What follows belongs to an exercise in optimizing a design on an open flow for small area; a production flow would make more cautious choices.
The RTL was checked by simulation tests, not by an equivalence proof against the original design.
No driver is modelled on the clock port, so clocking that relies on it looks cheaper here than on a real chip.
Power is estimated from default activity; no workload was simulated.

// FSM
module FSM(
	input  wire        clk,
	input  wire        reset_fsm,
	input  wire        DOUT,
	input  wire        DVALID_BAR,
	output wire        DXMIT_BAR,
	output wire        SYS_CLK,
	output wire        DCLK,
	output wire        CONV,
	output wire        fifo_flag,
	input  wire [9:0]  fifo_cnt,
	output wire [63:0] data2pipe,
	output wire        done,
	input  wire [31:0] TINT,
	output wire [31:0] fifo_th
    );
	wire sys_tick;
	CLKGEN clkgen1 (
		.clk(clk), .reset(reset_fsm), .TINT(TINT),
		.SYS_CLK(SYS_CLK), .CONV(CONV), .sys_tick(sys_tick));
	READOUT readout1 (
		.clk(clk), .RST(reset_fsm), .sys_tick(sys_tick), .SYS_CLK(SYS_CLK),
		.DVALID_BAR(DVALID_BAR), .DOUT(DOUT), .fifo_cnt(fifo_cnt), .TINT(TINT),
		.DXMIT_BAR(DXMIT_BAR), .DCLK(DCLK), .done(done), .data2pipe(data2pipe),
		.fifo_th(fifo_th), .fifo_flag(fifo_flag));
endmodule
For scale: ~370 cells after synthesis, ~85 flip-flops, ~150 I/O pins.
clock: 10.0 ns
lec_check: 0
cap_margin: 20
core_margin: 2
core_utilization: 80
place_density: 0.9
slew_margin: 20
standard.sh (not shown) runs the stock make flow with config.mk's settings and CLKGATE_MAP_FILE= SYNTH_SCRIPT=/design/flow/synth_recipe.tcl, a recipe that flattens the netlist after the stock synthesis.
==> flow/flow/run.sh <==
#!/bin/bash
# ORFS layout (the standard.sh) with these changes:
# - synthesis maps logic with an area-oriented ABC script (flow/abc_area.script) and
#   leaves adders to ABC (no half/full adder cells); everything else in synthesis is
#   the standard flow's own script, so the registers are the same
# - port buffers are buf_1
# - one tie cell per constant value (no tie fanout repair)
# - the resizer may not use buffers larger than buf_6 (flow/dont_use.tcl)
set -euo pipefail
W=$(pwd)
{
  echo 'proc abc {args} {'
  echo '  set i [lsearch $args -script]'
  echo "  if {\$i >= 0} { set args [lreplace \$args \$i [expr {\$i+1}] -script $W/flow/abc_area.script] }"
  echo '  yosys abc {*}$args'
  echo '}'
  cat synth_recipe.tcl
} > my_synth.tcl
sed "s#SYNTH_SCRIPT=[^ ]*#SYNTH_SCRIPT=$W/my_synth.tcl#" standard.sh > my_standard.sh
grep -q "SYNTH_SCRIPT=$W/my_synth.tcl" my_standard.sh
export ADDER_MAP_FILE=
export BUFFER_PORTS_ARGS="-buffer_cell sky130_fd_sc_hd__buf_1"
export SKIP_REPAIR_TIE_FANOUT=1
export CTS_ARGS="-sink_clustering_enable -repair_clock_nets -buf_list sky130_fd_sc_hd__clkbuf_4 -root_buf sky130_fd_sc_hd__clkbuf_4 -dont_use_dummy_load"
for s in GLOBAL_PLACE RESIZE REPAIR_TIMING_POST_PLACE CTS GLOBAL_ROUTE DETAIL_ROUTE; do export PRE_${s}_TCL=$W/flow/dont_use.tcl; done
export POST_CTS_TCL=$W/flow/post_cts.tcl
bash my_standard.sh finish > standard.log 2>&1
==> flow/flow/post_cts.tcl <==
set limit 0.112
proc worst_sink_slew {inst} {
  set worst 0
  foreach p [get_pins -of [get_nets -of [get_pins -of $inst -filter "direction == output"]] -filter "direction == input"] {
    set s [get_property $p slew_max]
    if {$s > $worst} { set worst $s }
  }
  return $worst
}
proc clock_bufs {} {
  set r {}
  foreach inst [get_cells -hierarchical *] {
    if {[string match "sky130_fd_sc_hd__clkbuf_*" [get_property $inst ref_name]]} { lappend r $inst }
  }
  return $r
}
estimate_parasitics -placement
set changed 0
foreach inst [clock_bufs] {
  if {[string match "clkbuf_0_*" [get_full_name $inst]]} { continue }
  set w [worst_sink_slew $inst]
  if {$w > $limit && [get_property $inst ref_name] == "sky130_fd_sc_hd__clkbuf_4"} {
    puts "upsizing [get_full_name $inst]: sink slew $w"
    replace_cell $inst sky130_fd_sc_hd__clkbuf_8
    set changed 1
  }
}
if {$changed} { estimate_parasitics -placement }
set worst 0
foreach inst [clock_bufs] {
  if {[string match "clkbuf_0_*" [get_full_name $inst]]} { continue }
  set w [worst_sink_slew $inst]
  if {$w > $worst} { set worst $w }
}
if {$worst > $limit} {
  foreach inst [clock_bufs] {
    if {[string match "clkbuf_0_*" [get_full_name $inst]] && [get_property $inst ref_name] == "sky130_fd_sc_hd__clkbuf_4"} {
      puts "upsizing root [get_full_name $inst]: leaf sink slew $worst"
      replace_cell $inst sky130_fd_sc_hd__clkbuf_8
      set changed 1
    }
  }
}
if {$changed} {
  detailed_placement
  estimate_parasitics -placement
}
Other scripts of this flow, unchanged in this note and not shown: flow/flow/abc_area.script, flow/flow/dont_use.tcl
The first run went through all stages and came out clean.
Next try:
--- a/flow/config.mk
+++ b/flow/config.mk
@@ -8 +8 @@
-export CAP_MARGIN = 20
+export CAP_MARGIN = 5
@@ -12 +12 @@
-export SLEW_MARGIN = 20
+export SLEW_MARGIN = 5
Total power barely changes.
Worst hold slack is about the same.
Critical path depth does not change.
Global-route usage stays the same.
Sequential share of layout area climbs by 0.15 points.
Wire length came out lower by about 0.6%.
Non-clock buffer count went down by 1.
Cell count is about the same.
First-iteration DRC count came out higher by 10%.
Via count barely changes.
Count of clock-buffer cells in the layout does not change.
Next try:
==> flow/flow/post_cts.tcl (replaced) <==
estimate_parasitics -placement
set n_up 0
foreach inst [get_cells -hierarchical *] {
  if {[get_property $inst ref_name] != "sky130_fd_sc_hd__clkbuf_4"} { continue }
  set out [get_pins -of $inst -filter "direction == output"]
  set worst 0
  foreach p [get_pins -of [get_nets -of $out] -filter "direction == input"] {
    set s [get_property $p slew_max]
    if {$s > $worst} { set worst $s }
  }
  if {$worst > 0.110} {
    puts "upsizing [get_full_name $inst]: sink slew $worst"
    replace_cell $inst sky130_fd_sc_hd__clkbuf_8
    incr n_up
  }
}
if {$n_up > 0} {
  detailed_placement
  estimate_parasitics -placement
}
--- a/flow/config.mk
+++ b/flow/config.mk
@@ -8 +8 @@
-export CAP_MARGIN = 5
+export CAP_MARGIN = 20
@@ -12 +12 @@
-export SLEW_MARGIN = 5
+export SLEW_MARGIN = 20
The new run finished clean.
Fmax is lower by 1.1%.
Design area is higher by 0.42%.
Via count is higher by 0.87%.
Total power is higher by 1.1%.
Sequential share of layout area is lower by 0.23 points.
Hold slack barely changes.
Non-clock buffer count is higher by 1.

========
FSM, a different RTL version from the one above (not shown whole).
Size: about 390 cells after synthesis, ~84 flip-flops, about 0.0041 mm2 of cells after synthesis.
export LEC_CHECK = 0
export CAP_MARGIN = 20
export CORE_MARGIN = 2
export CORE_UTILIZATION = 80
export PLACE_DENSITY = 0.9
export SLEW_MARGIN = 20
create_clock -name core_clock -period 10.0 [get_ports {clk}]
==> flow/flow/run.sh <==
#!/bin/bash
# ORFS layout (the standard.sh) with these changes:
# - synthesis maps logic with an area-oriented ABC script (flow/abc_area.script) and
#   leaves adders to ABC (no half/full adder cells); everything else in synthesis is
#   the standard flow's own script, so the registers are the same
# - port buffers are buf_1
# - one tie cell per constant value (no tie fanout repair)
set -euo pipefail
W=$(pwd)
{
  echo 'proc abc {args} {'
  echo '  set i [lsearch $args -script]'
  echo "  if {\$i >= 0} { set args [lreplace \$args \$i [expr {\$i+1}] -script $W/flow/abc_area.script] }"
  echo '  yosys abc {*}$args'
  echo '}'
  cat synth_recipe.tcl
} > my_synth.tcl
sed "s#SYNTH_SCRIPT=[^ ]*#SYNTH_SCRIPT=$W/my_synth.tcl#" standard.sh > my_standard.sh
grep -q "SYNTH_SCRIPT=$W/my_synth.tcl" my_standard.sh
export ADDER_MAP_FILE=
export BUFFER_PORTS_ARGS="-buffer_cell sky130_fd_sc_hd__buf_1"
export SKIP_REPAIR_TIE_FANOUT=1
export CTS_ARGS="-sink_clustering_enable -repair_clock_nets -buf_list sky130_fd_sc_hd__clkbuf_4 -root_buf sky130_fd_sc_hd__clkbuf_4 -dont_use_dummy_load"
export POST_CTS_TCL=$W/flow/post_cts.tcl
bash my_standard.sh finish > standard.log 2>&1
==> flow/flow/abc_area.script <==
strash
dc2
&get -n
&st
&dch -f
&nf -R 1000
&st
&dch -f
&nf -R 1000
&put
topo
==> flow/flow/post_cts.tcl <==
estimate_parasitics -placement
set n_up 0
foreach inst [get_cells -hierarchical *] {
  if {[get_property $inst ref_name] != "sky130_fd_sc_hd__clkbuf_4"} { continue }
  set out [get_pins -of $inst -filter "direction == output"]
  set worst 0
  foreach p [get_pins -of [get_nets -of $out] -filter "direction == input"] {
    set s [get_property $p slew_max]
    if {$s > $worst} { set worst $s }
  }
  if {$worst > 0.118} {
    puts "upsizing [get_full_name $inst]: sink slew $worst"
    replace_cell $inst sky130_fd_sc_hd__clkbuf_8
    incr n_up
  }
}
if {$n_up > 0} {
  detailed_placement
  estimate_parasitics -placement
}
The baseline ran to the end with no violations.
Edit:
--- a/flow/flow/run.sh
+++ b/flow/flow/run.sh
@@ -7,0 +8 @@
+# - clock tree from mid-size clock buffers, without dummy loads
@@ -23,2 +24 @@
-export CTS_ARGS="-sink_clustering_enable -repair_clock_nets -buf_list sky130_fd_sc_hd__clkbuf_4 -root_buf sky130_fd_sc_hd__clkbuf_4 -dont_use_dummy_load"
-export POST_CTS_TCL=$W/flow/post_cts.tcl
+export CTS_ARGS="-sink_clustering_enable -repair_clock_nets -buf_list sky130_fd_sc_hd__clkbuf_4 -root_buf sky130_fd_sc_hd__clkbuf_8 -sink_clustering_size 7 -dont_use_dummy_load"
--- a/flow/config.mk
+++ b/flow/config.mk
@@ -10,2 +10 @@
-export CORE_UTILIZATION = 80
-export PLACE_DENSITY = 0.9
+export CORE_UTILIZATION = 40
removed: flow/flow/post_cts.tcl
After rerunning: The changed run completed with no timing, DRC or antenna violations; die area increases by 94%; register-to-register slack gains 160 ps; clock power rose by 18%; sequential cell count does not change; synthesized cell count is unchanged; wire length drops by about 3%; clock-buffer cell count is unchanged; hold slack got worse by 4.7 ps.
Edit:
--- a/flow/flow/run.sh
+++ b/flow/flow/run.sh
@@ -8 +7,0 @@
-# - clock tree from mid-size clock buffers, without dummy loads
@@ -24 +23,2 @@
-export CTS_ARGS="-sink_clustering_enable -repair_clock_nets -buf_list sky130_fd_sc_hd__clkbuf_4 -root_buf sky130_fd_sc_hd__clkbuf_8 -sink_clustering_size 7 -dont_use_dummy_load"
+export CTS_ARGS="-sink_clustering_enable -repair_clock_nets -buf_list sky130_fd_sc_hd__clkbuf_4 -root_buf sky130_fd_sc_hd__clkbuf_4 -dont_use_dummy_load"
+export POST_CTS_TCL=$W/flow/post_cts.tcl
==> flow/flow/post_cts.tcl (new file) <==
estimate_parasitics -placement
set n_up 0
foreach inst [get_cells -hierarchical *] {
  if {[get_property $inst ref_name] != "sky130_fd_sc_hd__clkbuf_4"} { continue }
  set out [get_pins -of $inst -filter "direction == output"]
  set worst 0
  foreach p [get_pins -of [get_nets -of $out] -filter "direction == input"] {
    set s [get_property $p slew_max]
    if {$s > $worst} { set worst $s }
  }
  if {$worst > 0.118} {
    puts "upsizing [get_full_name $inst]: sink slew $worst"
    replace_cell $inst sky130_fd_sc_hd__clkbuf_8
    incr n_up
  }
}
if {$n_up > 0} {
  detailed_placement
  estimate_parasitics -placement
}
--- a/flow/config.mk
+++ b/flow/config.mk
@@ -10 +10,2 @@
-export CORE_UTILIZATION = 40
+export CORE_UTILIZATION = 65
+export PLACE_DENSITY = 0.75
- The changed run produced a clean layout
- total power came out lower by 4.1%
- utilization goes up by 28 points
- critical path depth is unchanged
- die area decreases by 37%
- non-clock buffer count stays the same
- design area goes down by about 2.7%
- wire length shrinks by about 5%
- worst setup slack gains 440 ps
- global-route usage came out higher by 8.7 points
- clock-buffer cell count stays the same
Edit:
--- a/flow/flow/run.sh
+++ b/flow/flow/run.sh
@@ -7,0 +8 @@
+# - clock tree from mid-size clock buffers, without dummy loads
@@ -23,2 +24 @@
-export CTS_ARGS="-sink_clustering_enable -repair_clock_nets -buf_list sky130_fd_sc_hd__clkbuf_4 -root_buf sky130_fd_sc_hd__clkbuf_4 -dont_use_dummy_load"
-export POST_CTS_TCL=$W/flow/post_cts.tcl
+export CTS_ARGS="-sink_clustering_enable -repair_clock_nets -buf_list sky130_fd_sc_hd__clkbuf_8 -root_buf sky130_fd_sc_hd__clkbuf_8 -sink_clustering_size 20 -dont_use_dummy_load"
--- a/flow/config.mk
+++ b/flow/config.mk
@@ -10,2 +10 @@
-export CORE_UTILIZATION = 65
-export PLACE_DENSITY = 0.75
+export CORE_UTILIZATION = 40
removed: flow/flow/post_cts.tcl
What happened: Synthesized area is unchanged; critical path depth is unchanged; final cell count climbs by 12%.

========
Another version of the RTL of FSM (not shown whole).
For scale: ~150 I/O pins, roughly 0.0041 mm² of cells after synthesis.
==> flow/config.mk <==
export PLATFORM = sky130hd
export DESIGN_NAME = FSM
export DESIGN_NICKNAME = FSM
export VERILOG_FILES = /design/flow/design.v
export SDC_FILE = /design/flow/constraint.sdc
export NUM_CORES = 4
export LEC_CHECK = 0
export CAP_MARGIN = 20
export CORE_MARGIN = 2
export CORE_UTILIZATION = 80
export PLACE_DENSITY = 0.9
export SLEW_MARGIN = 20
==> flow/constraint.sdc <==
create_clock -name core_clock -period 10.0 [get_ports {clk}]
set_input_delay 2.0000 -clock core_clock [delete_from_list [all_inputs] [get_ports {clk}]]
set_output_delay 2.0000 -clock core_clock [all_outputs]
set_load 0.01 [all_outputs]
==> flow/flow/run.sh <==
#!/bin/bash
# ORFS layout (the standard.sh) with these changes:
# - synthesis maps logic with an area-oriented ABC script (flow/abc_area.script) and
#   leaves adders to ABC (no half/full adder cells); everything else in synthesis is
#   the standard flow's own script, so the registers are the same
# - port buffers are buf_1
# - one tie cell per constant value (no tie fanout repair)
set -euo pipefail
W=$(pwd)
{
  echo 'proc abc {args} {'
  echo '  set i [lsearch $args -script]'
  echo "  if {\$i >= 0} { set args [lreplace \$args \$i [expr {\$i+1}] -script $W/flow/abc_area.script] }"
  echo '  yosys abc {*}$args'
  echo '}'
  cat synth_recipe.tcl
} > my_synth.tcl
sed "s#SYNTH_SCRIPT=[^ ]*#SYNTH_SCRIPT=$W/my_synth.tcl#" standard.sh > my_standard.sh
grep -q "SYNTH_SCRIPT=$W/my_synth.tcl" my_standard.sh
export ADDER_MAP_FILE=
export BUFFER_PORTS_ARGS="-buffer_cell sky130_fd_sc_hd__buf_1"
export SKIP_REPAIR_TIE_FANOUT=1
export CTS_ARGS="-sink_clustering_enable -repair_clock_nets -buf_list sky130_fd_sc_hd__clkbuf_4 -root_buf sky130_fd_sc_hd__clkbuf_4 -dont_use_dummy_load"
export POST_CTS_TCL=$W/flow/post_cts.tcl
bash my_standard.sh finish > standard.log 2>&1
==> flow/flow/abc_area.script <==
strash
dc2
&get -n
&st
&dch -f
&nf -R 1000 -C 32 -p
&st
&dch -f
&nf -R 1000 -C 32 -p
&put
topo
==> flow/flow/post_cts.tcl <==
estimate_parasitics -placement
set n_up 0
foreach inst [get_cells -hierarchical *] {
  if {[get_property $inst ref_name] != "sky130_fd_sc_hd__clkbuf_4"} { continue }
  set out [get_pins -of $inst -filter "direction == output"]
  set worst 0
  foreach p [get_pins -of [get_nets -of $out] -filter "direction == input"] {
    set s [get_property $p slew_max]
    if {$s > $worst} { set worst $s }
  }
  if {$worst > 0.118} {
    puts "upsizing [get_full_name $inst]: sink slew $worst"
    replace_cell $inst sky130_fd_sc_hd__clkbuf_8
    incr n_up
  }
}
if {$n_up > 0} {
  detailed_placement
  estimate_parasitics -placement
}
Rerun with:
--- a/flow/flow/run.sh
+++ b/flow/flow/run.sh
@@ -23,0 +24 @@
+export SYNTH_INSBUF=0
--- a/flow/flow/post_cts.tcl
+++ b/flow/flow/post_cts.tcl
@@ -11 +11 @@
-  if {$worst > 0.118} {
+  if {$worst > 0.110} {
--- a/flow/config.mk
+++ b/flow/config.mk
@@ -10,2 +10,3 @@
-export CORE_UTILIZATION = 80
-export PLACE_DENSITY = 0.9
+export CORE_UTILIZATION = 70
+export GPL_TIMING_DRIVEN = 0
+export PLACE_DENSITY = 0.8
=> The changed run finished clean; fmax drops by 0.63%; utilization drops by 3.6 points; worst hold slack gets better by 0.0062 ns; non-clock buffer count is unchanged; via count drops by 2.3%; clock power climbs by about 6%; setup slack gets worse by 0.043 ns; power climbs by 1.5%; sequential power is about the same; synthesized cell count drops by 14%; design area climbs by 1.1%.

[afterwards: timing with drivers on the ports]
The results above use ideal ports. As a check the final layouts listed here were re-extracted and re-timed, cells and wires unchanged.
Step 1, drivers: a clkbuf_16 drives clk and a buf_2 each remaining input, both assumed.
Step 2 also shifts input and output timing later by t, the mid clock arrival at the registers, as if the neighbouring blocks saw the same clock.
a / b / c = no drivers / after step 1 / after step 2; a / b = the first two.
run	shift t [ns]	setup slack, ns	clock arrival spread, ns
the first run of note 1	0.442	3.286 / 3.286 / 3.286	0.032 / 0.031
the second run of note 1	0.440	3.326 / 3.326 / 3.326	0.032 / 0.032
the third run of note 1	0.374	3.251 / 3.251 / 3.251	0.032 / 0.032
the first run of note 2	0.370	3.279 / 3.279 / 3.279	0.028 / 0.028
the second run of note 2	0.363	3.440 / 3.440 / 3.440	0.032 / 0.033
the third run of note 2	0.359	3.883 / 3.883 / 3.856	0.030 / 0.029
the fourth run of note 2	0.363	3.440 / 3.440 / 3.440	0.032 / 0.033
the first run of note 3	0.376	3.231 / 3.231 / 3.231	0.024 / 0.025
the second run of note 3	0.369	3.188 / 3.188 / 3.188	0.025 / 0.025
After both steps setup and hold are still met in every run listed. The setup slack of the third run of note 2, which loses most, moves by 0.000 ns with the drivers and by -0.027 ns with both steps.
